From an optimization exercise on the open Yosys and OpenROAD flow, aimed at small area; shortcuts taken in it are not production practice.
Only simulation tests tie the RTL to the original design; equivalence was not proved.
Power figures rest on the tool's default switching activity, not on a simulated workload.

// Remoto
module Remoto(clk,rst,entrada,comando,su,sd,suB,sdB,saida_1,saida1_1,saida2_1,soma_result_1,sinal_A,sinal_B);
export LEC_CHECK = 0
export ABC_AREA = 1
export CAP_MARGIN = 20
export CORE_MARGIN = 2
export CORE_UTILIZATION = 80
export CTS_BUF_LIST = sky130_fd_sc_hd__clkbuf_8
export CTS_CLUSTER_DIAMETER = 100
export CTS_CLUSTER_SIZE = 30
export SLEW_MARGIN = 20
create_clock -name core_clock -period 14.0 [get_ports {clk}]
standard.sh (not shown) runs the stock make flow with config.mk's settings and CLKGATE_MAP_FILE= SYNTH_SCRIPT=/design/flow/synth_recipe.tcl, a recipe that flattens the netlist after the stock synthesis.
==> flow/flow/run.sh <==
#!/bin/bash
# The standard layout with these changes:
#  - synthesis leaves adders to ABC instead of mapping them to the library's
#    adder cells first (ADDER_MAP_FILE empty);
#  - ABC restructures the logic (&deepsyn) and maps it for area (amap),
#    without the buffering and upsizing passes of ORFS's
#    area script (flow/abc_area.script, used through a copy of ORFS's scripts
#    folder for the synthesis step only);
#  - the port buffers are the smallest buffer instead of the one buffer_ports
#    picks by default;
#  - clock tree synthesis adds no dummy loads (CTS_ARGS).
set -euo pipefail
here=$(pwd)
rm -rf "$here/synth_scripts"
cp -r "$FLOW_HOME/scripts" "$here/synth_scripts"
cp "$here/flow/abc_area.script" "$here/synth_scripts/abc_area.script"
export ADDER_MAP_FILE=
export BUFFER_PORTS_ARGS="-buffer_cell sky130_fd_sc_hd__buf_1"
SCRIPTS_DIR="$here/synth_scripts" bash standard.sh synth > synth.log 2>&1
export CTS_ARGS="-sink_clustering_enable -repair_clock_nets -dont_use_dummy_load -buf_list {sky130_fd_sc_hd__clkbuf_4 sky130_fd_sc_hd__clkbuf_8} -sink_clustering_size 20 -sink_clustering_max_diameter 100"
bash standard.sh > layout.log 2>&1
==> flow/flow/abc_area.script <==
strash
&get -n
&deepsyn -T 20
&put
dch -f
amap -m -F 3 -A 10
topo
dnsize -c
The baseline passed the timing, DRC and antenna checks.
Rerun with:
--- a/flow/flow/run.sh
+++ b/flow/flow/run.sh
@@ -2 +2 @@
-# The standard layout with these changes:
+# The standard layout with three changes:
@@ -20 +20 @@
-export CTS_ARGS="-sink_clustering_enable -repair_clock_nets -dont_use_dummy_load -buf_list {sky130_fd_sc_hd__clkbuf_4 sky130_fd_sc_hd__clkbuf_8} -sink_clustering_size 20 -sink_clustering_max_diameter 100"
+export CTS_ARGS="-sink_clustering_enable -repair_clock_nets -dont_use_dummy_load -buf_list sky130_fd_sc_hd__clkbuf_8 -sink_clustering_size 30 -sink_clustering_max_diameter 100"
CORE_UTILIZATION = 70   (was 80)
Result: Clock-buffer cell count stays the same; critical path depth rises by 2; synthesized cell count stays the same; die area went up by roughly a tenth; wire length is lower by about a fifth; hold slack is worse by 15 ps; via count goes down by roughly a tenth.
Rerun with:
--- a/flow/flow/run.sh
+++ b/flow/flow/run.sh
@@ -2 +2 @@
-# The standard layout with three changes:
+# The standard layout with these changes:
@@ -20 +20 @@
-export CTS_ARGS="-sink_clustering_enable -repair_clock_nets -dont_use_dummy_load -buf_list sky130_fd_sc_hd__clkbuf_8 -sink_clustering_size 30 -sink_clustering_max_diameter 100"
+export CTS_ARGS="-sink_clustering_enable -repair_clock_nets -dont_use_dummy_load -buf_list sky130_fd_sc_hd__clkbuf_16 -sink_clustering_size 110 -sink_clustering_max_diameter 500"
After rerunning: Wire length is higher by 4.3%; worst setup slack is worse by 87 ps; worst hold slack stays flat; design area came out higher by 1.9%; via count climbs by 1.9%.
Rerun with:
==> flow/flow/run.sh (replaced) <==
#!/bin/bash
# The standard layout with these changes:
#  - synthesis leaves adders to ABC instead of mapping them to the library's
#    adder cells first (ADDER_MAP_FILE empty);
#  - ABC restructures the logic (&deepsyn) and maps it for area (amap),
#    without the buffering and upsizing passes of ORFS's area script
#    (flow/abc_area.script, used through a copy of ORFS's scripts folder for
#    the synthesis step only); synthesis is run with four &deepsyn seeds, each
#    in a work folder of its own, and the smallest netlist is laid out;
#  - the port buffers are the smallest buffer instead of the one buffer_ports
#    picks by default;
#  - clock tree synthesis adds no dummy loads (CTS_ARGS).
set -euo pipefail
here=$(pwd)
res=orfs/results/sky130hd/Remoto/base
rep=orfs/reports/sky130hd/Remoto/base
lg=orfs/logs/sky130hd/Remoto/base
export ADDER_MAP_FILE=
export BUFFER_PORTS_ARGS="-buffer_cell sky130_fd_sc_hd__buf_1"
best=""
best_area=""
for seed in 1 2 3 4; do
	d="$here/synth_$seed"
	rm -rf "$d"
	mkdir -p "$d"
	cp -r "$FLOW_HOME/scripts" "$d/scripts"
	sed "s/@SEED@/$seed/" "$here/flow/abc_area.script" > "$d/scripts/abc_area.script"
	sed "s|WORK_HOME=[^ ]*|WORK_HOME=$d/orfs|" "$here/standard.sh" > "$d/standard.sh"
	if SCRIPTS_DIR="$d/scripts" bash "$d/standard.sh" synth > "$here/synth_$seed.log" 2>&1; then
		area=$(awk '/Chip area for module/ {print $NF}' "$d/$rep/synth_stat.txt")
		echo "seed $seed: synthesis area $area" >> "$here/synth_choice.log"
		if [[ -z "$best" ]] || awk -v a="$area" -v b="$best_area" 'BEGIN {exit !(a < b)}'; then
			best=$seed
			best_area=$area
		fi
	else
		echo "seed $seed: synthesis failed" >> "$here/synth_choice.log"
	fi
done
[[ -n "$best" ]]
echo "using seed $best" >> "$here/synth_choice.log"
mkdir -p "$here/$res" "$here/$rep" "$here/$lg" "$here/orfs"
cp -rp "$here/synth_$best/orfs/objects" "$here/orfs/"
cp -p "$here/synth_$best/$res/"* "$here/$res/"
cp -p "$here/synth_$best/$rep/"* "$here/$rep/"
cp -p "$here/synth_$best/$lg/"* "$here/$lg/"
export CTS_ARGS="-sink_clustering_enable -repair_clock_nets -dont_use_dummy_load -buf_list sky130_fd_sc_hd__clkbuf_8 -sink_clustering_size 30 -sink_clustering_max_diameter 100"
bash standard.sh > layout.log 2>&1
==> flow/flow/abc_area.script (replaced) <==
strash
&get -n
&deepsyn -T 20 -S @SEED@
&put
dch -f
amap -m -F 3 -A 10
topo
dnsize -c
CORE_UTILIZATION = 80   (was 70)
Effect:
- via count rises by 4.1%
- maximum frequency fell by 3.1%
- global-route usage grows by 9.7 points
- total power is higher by 4.7%
- clock-buffer cell count stays the same

[static timing again, ports no longer ideal]
How much do the figures lean on ideal ports? The routed layouts below were timed once more, with nothing changed but the port constraints. Step 1: set_driving_cell puts a clkbuf_16 on clk and a buf_2 on each other input, an assumption about the parent block. Step 2, shift: input delay + t, output delay - t, t = (earliest + latest rising clock arrival at the registers) / 2. This alone moves slack from input paths to output paths. Slacks: ideal / step 1 / step 2; pairs: ideal / step 1.
run | t (ns) | setup WS [ns] | hold WS [ns] | clock arrival spread, ns
the first run | 0.385 | 6.966 / 6.966 / 6.966 | 0.348 / 0.348 / 0.348 | 0.032 / 0.032
the second run | 0.384 | 7.468 / 7.468 / 7.468 | 0.332 / 0.332 / 0.332 | 0.026 / 0.026
the third run | 0.366 | 7.381 / 7.381 / 7.381 | 0.335 / 0.335 / 0.335 | 0.015 / 0.014
the fourth run | 0.387 | 7.171 / 7.171 / 7.171 | 0.323 / 0.323 / 0.323 | 0.039 / 0.038
After both steps every run listed still meets setup and hold.
